This is an optimization exercise on Yosys and OpenROAD, whose aim is small area, a short achievable clock period and few clock cycles, not a production implementation. Where RTL was checked, it was by simulation tests only, not by an equivalence proof against the original. Power figures rest on the tool's default switching activity, not on a simulated workload.

## job 6894
==> flow/design.v (excerpt) <==
module projectCPU2020(
  clk,
  rst,
  wrEn,
  data_fromRAM,
  addr_toRAM,
  data_toRAM,
  PC,
  W
);
For scale: about 770 cells after synthesis, roughly 41 flip-flops, ~0.0046 mm² of cells after synthesis.
==> flow/config.mk <==
export PLATFORM = sky130hd
export DESIGN_NAME = projectCPU2020
export DESIGN_NICKNAME = projectCPU2020
export VERILOG_FILES = /design/flow/design.v
export SDC_FILE = /design/flow/constraint.sdc
export NUM_CORES = 4
export LEC_CHECK = 0
export ABC_AREA = 1
export CAP_MARGIN = 20
export CORE_MARGIN = 2
export CORE_UTILIZATION = 40
export PLACE_DENSITY = 0.6
export SETUP_SLACK_MARGIN = 2.3
export SLEW_MARGIN = 20
export TNS_END_PERCENT = 0
==> flow/constraint.sdc <==
create_clock -name core_clock -period 5.5 [get_ports {clk}]
set_input_delay 1.1000 -clock core_clock [delete_from_list [all_inputs] [get_ports {clk}]]
set_output_delay 1.1000 -clock core_clock [all_outputs]
set_load 0.01 [all_outputs]
standard.sh (not shown) runs the stock make flow with config.mk's settings and CLKGATE_MAP_FILE= SYNTH_SCRIPT=/design/flow/synth_recipe.tcl, a recipe that flattens the netlist after the stock synthesis.
==> flow/flow/run.sh <==
#!/bin/bash
# Standard ORFS layout; port buffers use buf_1 instead of the default pick.
set -euo pipefail
bash standard.sh "BUFFER_PORTS_ARGS=-buffer_cell sky130_fd_sc_hd__buf_1" finish > orfs_make.log 2>&1
Testbench counts of job 6894, summed over its fixed seeds: cycles 64,920.
Edits applied to the flow inputs when going from job 6894 to job 177:
Settings: SETUP_SLACK_MARGIN: 2.3 -> 2.6.
[summary]
On peak fanout along the critical path: between job 177 and job 6894, it ends up higher for job 6894.
Looking at internal power across job 177 and job 6894, the one that comes out lower is job 6894.
On area of the multi-input gates: job 177 sits above job 6894.
On final worst hold slack, job 177 and job 6894 are basically level.
#### Input delta (job 4508 over job 177)
Settings: TNS_END_PERCENT no longer set, was 0; SETUP_SLACK_MARGIN now 2.3, was 2.6.
Of job 4508 and job 177, the run reporting the higher final cell count without fillers was job 4508. Clock-buffer cell count for job 4508: 1 down relative to job 177. Job 177 → job 4508: power density over cell area moved up; synthesis-to-layout area growth moved up; clock slew at the register clock pins of the worst setup and hold paths level.

projectCPU2020, a different RTL version from the one above (not shown whole).
Size: roughly 77 I/O pins.
Settings: LEC_CHECK=0, ABC_AREA=1, CAP_MARGIN=20, CORE_MARGIN=2, CORE_UTILIZATION=40, PLACE_DENSITY=0.6, SETUP_SLACK_MARGIN=2.9, SLEW_MARGIN=20, TNS_END_PERCENT=0; clock period 5.5 ns.
Scripts as last shown in full above: flow/flow/run.sh
The first run finished clean.
Testbench counts at the start, summed over its fixed seeds: cycles 64,920.
Change:
==> flow/flow/run.sh (replaced) <==
#!/bin/bash
# Standard ORFS layout; port buffers use buf_1 instead of the default pick,
# and non-critical gates are downsized after global routing.
set -euo pipefail
bash standard.sh "BUFFER_PORTS_ARGS=-buffer_cell sky130_fd_sc_hd__buf_1" "RECOVER_POWER=50" finish > orfs_make.log 2>&1
- SETUP_SLACK_MARGIN: 2.9 -> 2.6
Design area shrinks by about 0.5%.
Count of clock-buffer cells in the layout is unchanged.
Utilization went down by 0.23 points.
Final cell count stays the same.
Global-route usage stays the same.
Wire length rises by about 0.4%.
Via count is lower by 1.2%.
Total power stays flat.
Sequential share of layout area barely changes.
Synthesized area does not change.
Change:
==> flow/flow/run.sh (replaced) <==
#!/bin/bash
# Standard ORFS layout; port buffers use buf_1 instead of the default pick.
set -euo pipefail
bash standard.sh "BUFFER_PORTS_ARGS=-buffer_cell sky130_fd_sc_hd__buf_1" finish > orfs_make.log 2>&1
- SETUP_SLACK_MARGIN: 2.6 -> 2.2
After rerunning:
- first-iteration DRC count increases by a few percent
- via count went up by a few percent
- hold slack is about the same
- cell count stays the same
- area after synthesis stays the same
- register-to-register slack is about the same
- cell area rises slightly
- count of clock-buffer cells in the layout does not change
- global-route usage decreases by 1.6 points
- flip-flop and latch count is unchanged
- routed wire length goes down by a few percent
Change:
- SETUP_SLACK_MARGIN: 2.2 -> 2.6
Effect: The changed run produced a clean layout. Maximum frequency came out higher by about 2.3%. Die area stays the same. Setup slack gets better by 0.075 ns. Power came out higher by 7.9%. Sequential share of layout area is about the same. Utilization barely changes.
Change:
- CAP_MARGIN: 20 -> 0
- SLEW_MARGIN: 20 -> 0
Effect: Global-route usage is unchanged. Area after synthesis is unchanged. Via count is unchanged. Fmax stays the same. Worst hold slack does not change. Total power is unchanged. Cell area stays the same.

## the baseline
projectCPU2020, a different RTL version from the one above (not shown whole).
Size in the first run: about 780 cells after synthesis, roughly 41 flip-flops, ~77 I/O pins.
clock: 5.5 ns
lec_check: 0
abc_area: 1
cap_margin: 20
core_margin: 2
core_utilization: 60
place_density: 0.75
setup_slack_margin: 2.6
slew_margin: 20
tns_end_percent: 0
==> flow/flow/run.sh <==
#!/bin/bash
# Standard ORFS layout; port buffers use buf_1 instead of the default pick.
set -euo pipefail
bash standard.sh "BUFFER_PORTS_ARGS=-buffer_cell sky130_fd_sc_hd__buf_1" finish > orfs_make.log 2>&1
The baseline went all the way through synthesis, placement and routing and the layout is clean on timing, DRC and antenna.
Input changes introduced in the candidate (baseline for comparison: the baseline):
- PLACE_DENSITY changed from 0.75 to 0.6
- CORE_UTILIZATION changed from 60 to 40
Notes after the runs:
- The baseline → the candidate: total routing resource utilization after global routing fell by 12 points; number of placement rows rose by 7.
- Diff the baseline -> the candidate: detailed placer's ending HPWL has increased; power has increased.
- The baseline vs the candidate, start point of the critical path: data_fromRAM[0] vs data_fromRAM[1]
No run of this note included a check of the RTL's function; only the layout flow was run.

The RTL this note starts from:
==> flow/design.v <==
`timescale 1ns / 1ps
module projectCPU2020(
  clk,
  rst,
  wrEn,
  data_fromRAM,
  addr_toRAM,
  data_toRAM,
  PC,
  W
);
input clk, rst;
input wire [15:0] data_fromRAM;
output wire [15:0] data_toRAM;
output wire wrEn;
output wire [12:0] addr_toRAM;
output reg [12:0] PC;
output reg [15:0] W;
wire [15:0] D = data_fromRAM;
reg        dec, ind;
reg        pend;                   
reg        isSt;                   
reg        xAdd, xNor, xShf, xGt, xLd, xSz, xJmp;   
wire       aZero = (D[12:0] == 13'd0);
wire       dZero = (D == 16'd0);
wire       opSt  = (D[15:13] == 3'd6);
wire [12:0] pc1 = PC + 13'd1;
wire [12:0] pc2 = PC + 13'd2;
wire [12:0] nxt = (xSz & dZero) ? pc2 : (pend ? pc1 : PC);
wire        useD = dec | ind | xJmp;
assign addr_toRAM = useD ? {D[12:2], D[1] | (dec & aZero), D[0]} : nxt;
assign wrEn       = (dec & opSt & ~aZero) | (ind & isSt);
assign data_toRAM = W;
wire        hi   = |D[15:6];
wire        left = hi | D[4];           
wire        rot  = hi | D[5];           
wire [3:0]  s    = D[3:0];
wire [3:0]  r    = left ? (4'd0 - s) : s;
wire [31:0] ww   = {W, W} >> r;
wire [15:0] rr   = ww[15:0];            
reg  [15:0] msk;
integer i;
always @(*)
  for (i = 0; i < 16; i = i + 1)
    msk[i] = rot | (left ? (i >= s) : (i < 16 - s));
wire [15:0] sh   = rr & msk;
wire [16:0] sum  = {1'b0, W ^ {16{xGt}}} + {1'b0, D} + {16'd0, xGt};
wire        gt   = ~sum[16];            
reg [15:0] res;
always @(*) begin
  res = W;
  case (1'b1)
    xAdd: res = sum[15:0];
    xNor: res = ~(W | D);
    xShf: res = sh;
    xGt:  res = {15'd0, gt};
    xLd:  res = D;
    default: res = W;
  endcase
end
wire goInd = dec & aZero;
wire st    = (dec & opSt & ~aZero) | (ind & isSt);
always @(posedge clk) begin
  if (rst) begin
    dec  <= 1'b0;
    ind  <= 1'b0;
    pend <= 1'b0;
    isSt <= 1'b0;
    {xAdd, xNor, xShf, xGt, xLd, xSz, xJmp} <= 7'd0;
    PC   <= 13'd0;
    W    <= 16'd0;
  end else begin
    dec  <= ~dec & ~ind;
    ind  <= goInd;
    if (dec) begin
      isSt <= opSt;
      {xAdd, xNor, xShf, xGt, xLd, xSz, xJmp} <=
        opSt ? 7'd0 :
        {D[15:13] == 3'd0, D[15:13] == 3'd1, D[15:13] == 3'd2, D[15:13] == 3'd3,
         D[15:13] == 3'd5, D[15:13] == 3'd4, D[15:13] == 3'd7};
      pend <= ~aZero & ~opSt;
    end else if (ind) begin
      {xAdd, xNor, xShf, xGt, xLd, xSz, xJmp} <=
        {xAdd, xNor, xShf, xGt, xLd, xSz, xJmp};
      pend <= ~isSt;
    end else begin
      {xAdd, xNor, xShf, xGt, xLd, xSz, xJmp} <= 7'd0;
      pend <= 1'b0;
    end
    if (st)
      PC <= pc1;
    else if (~dec & ~ind)
      PC <= addr_toRAM;
    if (pend)
      W <= res;
  end
end
endmodule
export LEC_CHECK = 0
export ABC_AREA = 1
export CAP_MARGIN = 20
export CORE_MARGIN = 2
export CORE_UTILIZATION = 40
export PLACE_DENSITY = 0.6
export SETUP_SLACK_MARGIN = 2.4
export SLEW_MARGIN = 20
create_clock -name core_clock -period 5.5 [get_ports {clk}]
Scripts as last shown in full above: flow/flow/run.sh
The first run completed with no timing, DRC or antenna violations.
Testbench counts at the start, summed over its fixed seeds: cycles 64,127.
==> next run, changes <==
==> flow/run.sh (new file) <==
#!/bin/bash
# synth_recipe.tcl (not shown) runs the flow's synth.tcl, then flattens the netlist and writes it again
# the make line also repeats each setting of config.mk as NAME=value (left out here)
make -C /OpenROAD-flow-scripts/flow DESIGN_CONFIG=/design/flow/config.mk WORK_HOME=/design/flow/orfs CLKGATE_MAP_FILE= SYNTH_SCRIPT=/design/flow/synth_recipe.tcl finish
--- a/flow/config.mk
+++ b/flow/config.mk
@@ -6,9 +6,7 @@
 export NUM_CORES = 4
 export LEC_CHECK = 0
-export ABC_AREA = 1
 export CAP_MARGIN = 20
 export CORE_MARGIN = 2
 export CORE_UTILIZATION = 40
 export PLACE_DENSITY = 0.6
-export SETUP_SLACK_MARGIN = 2.4
 export SLEW_MARGIN = 20
removed: flow/flow/run.sh
removed: flow/standard.sh
Total power shrinks by 2.1%; combinational power fell by 19%; global-route usage rises by 0.22 points; clock skew barely changes; critical path depth went down by 2; setup slack loses 1.6 ns; design area went down by 0.82%; wire length went down by 2.7%; area after synthesis goes down by 0.49%; clock power rose by 15%.
==> next run, changes <==
==> flow/flow/run.sh (new file) <==
#!/bin/bash
# Standard ORFS layout; port buffers use buf_1 instead of the default pick.
set -euo pipefail
bash standard.sh "BUFFER_PORTS_ARGS=-buffer_cell sky130_fd_sc_hd__buf_1" finish > orfs_make.log 2>&1
==> flow/standard.sh (new file) <==
#!/bin/bash
# synth_recipe.tcl (not shown) runs the flow's synth.tcl, then flattens the netlist and writes it again
# the make line also repeats each setting of config.mk as NAME=value (left out here)
make -C /OpenROAD-flow-scripts/flow DESIGN_CONFIG=/design/flow/config.mk WORK_HOME=/design/flow/orfs CLKGATE_MAP_FILE= SYNTH_SCRIPT=/design/flow/synth_recipe.tcl "${@:-finish}"
--- a/flow/config.mk
+++ b/flow/config.mk
@@ -6,7 +6,9 @@
 export NUM_CORES = 4
 export LEC_CHECK = 0
+export ABC_AREA = 1
 export CAP_MARGIN = 20
 export CORE_MARGIN = 2
 export CORE_UTILIZATION = 40
 export PLACE_DENSITY = 0.6
+export SETUP_SLACK_MARGIN = 2.0
 export SLEW_MARGIN = 20
removed: flow/run.sh
Die area climbs slightly.
Clock power went down by about a fifth.
Sequential power hardly moves.

== tundra ==
projectCPU2020, a different RTL version from the one above (not shown whole).
Size: about 690 cells after synthesis, ~35 flip-flops, ~77 I/O pins, ~0.0042 mm² of cells after synthesis.
==> flow/config.mk <==
export PLATFORM = sky130hd
export DESIGN_NAME = projectCPU2020
export DESIGN_NICKNAME = projectCPU2020
export VERILOG_FILES = /design/flow/design.v
export SDC_FILE = /design/flow/constraint.sdc
export NUM_CORES = 4
export LEC_CHECK = 0
export ABC_AREA = 1
export CAP_MARGIN = 20
export CORE_MARGIN = 2
export CORE_UTILIZATION = 40
export PLACE_DENSITY = 0.6
export SETUP_SLACK_MARGIN = 2.6
export SLEW_MARGIN = 20
export TNS_END_PERCENT = 0
==> flow/constraint.sdc <==
create_clock -name core_clock -period 5.5 [get_ports {clk}]
set_input_delay 1.1000 -clock core_clock [delete_from_list [all_inputs] [get_ports {clk}]]
set_output_delay 1.1000 -clock core_clock [all_outputs]
set_load 0.01 [all_outputs]
==> flow/flow/run.sh <==
#!/bin/bash
# Standard ORFS layout; port buffers use buf_1 instead of the default pick,
# and timing is repaired after global routing only (not after CTS).
set -euo pipefail
bash standard.sh "BUFFER_PORTS_ARGS=-buffer_cell sky130_fd_sc_hd__buf_1" \
  "SKIP_CTS_REPAIR_TIMING=1" finish > orfs_make.log 2>&1
Here is what was changed in the inputs of zinc compared with tundra.
# tundra
export LEC_CHECK = 0
export ABC_AREA = 1
export CAP_MARGIN = 20
export CORE_MARGIN = 2
export CORE_UTILIZATION = 40
export PLACE_DENSITY = 0.6
export SETUP_SLACK_MARGIN = 2.6
export SLEW_MARGIN = 20
export TNS_END_PERCENT = 0
create_clock -name core_clock -period 5.5 [get_ports {clk}]
# zinc
export LEC_CHECK = 0
export ABC_AREA = 1
export CAP_MARGIN = 20
export CORE_MARGIN = 2
export CORE_UTILIZATION = 40
export GPL_ROUTABILITY_DRIVEN = 0
export PLACE_DENSITY = 0.6
export SETUP_SLACK_MARGIN = 2.6
export SLEW_MARGIN = 20
export TNS_END_PERCENT = 0
create_clock -name core_clock -period 5.5 [get_ports {clk}]
==> flow/flow/run.sh <==
#!/bin/bash
# Standard ORFS layout; port buffers use buf_1 instead of the default pick.
set -euo pipefail
bash standard.sh "BUFFER_PORTS_ARGS=-buffer_cell sky130_fd_sc_hd__buf_1" finish > orfs_make.log 2>&1
### Flow results
Compared with tundra, zinc shows worst hold slack higher by 0.012 ns.
| worst path setup slack after routing | higher: zinc |
tundra → zinc: final count of pins violating max slew now sits at about the same level; fraction of final layout cells sized beyond drive strength 1 shows an increase of 1.1 points; relative contribution of the clock network to total power saw a decrease.
When zinc is set beside tundra, its total power turns out to be 0.79% smaller.
Total of plain and repair buffers excluding clock buffers ends up higher on zinc.
Function was not checked in any run of this note: the RTL went through the layout flow alone.

-- afterwards: timing with drivers on the ports --
Ports are ideal in the flow. The routed layouts listed here were re-timed in OpenROAD.
Step 1 assumes that a clkbuf_16 drives the clock port and a buf_2 every other input.
Step 2 adds t to the input delays and takes it off the output delays; t is the mean of the earliest and latest rising clock arrival at the registers after step 1. Input paths then give back, and output paths get back, about the clock's delay inside the block.
Three values: ideal, step 1, step 2; two values: the first two.
run	shift t [ns]	setup slack, ns	worst setup path at the end	worst register clock-pin slew, ns
job 6894	0.328	2.186 / 2.149 / 2.010	input to register	0.07 / 0.07
job 177	0.328	2.226 / 2.176 / 2.044	input to register	0.07 / 0.07
job 4508	0.330	2.181 / 2.138 / 2.058	input to register	0.07 / 0.07
the first run of note 2	0.352	2.291 / 2.267 / 2.050	input to register	0.11 / 0.11
the second run of note 2	0.353	2.143 / 2.109 / 2.079	input to register	0.11 / 0.11
the third run of note 2	0.326	2.217 / 2.175 / 2.021	input to register	0.09 / 0.09
the fourth run of note 2	0.352	2.291 / 2.267 / 2.050	input to register	0.11 / 0.11
the fifth run of note 2	0.352	2.291 / 2.267 / 2.050	input to register	0.11 / 0.11
the baseline	0.335	2.207 / 2.170 / 1.946	input to register	0.09 / 0.09
the candidate	0.332	2.320 / 2.273 / 2.114	input to register	0.08 / 0.08
the first run of note 4	0.337	1.895 / 1.854 / 1.854	input to output	0.06 / 0.06
the second run of note 4	0.337	0.266 / 0.244 / 0.244	input to output	0.07 / 0.07
the third run of note 4	0.337	1.950 / 1.918 / 1.673	input to register	0.07 / 0.07
tundra	0.358	2.278 / 2.242 / 2.098	input to register	0.12 / 0.12
zinc	0.341	2.322 / 2.271 / 2.022	input to register	0.09 / 0.09
After both steps every run listed still meets setup and hold. For zinc, which loses most, drivers alone change the setup slack by -0.051 ns; drivers and shift together by -0.300 ns.
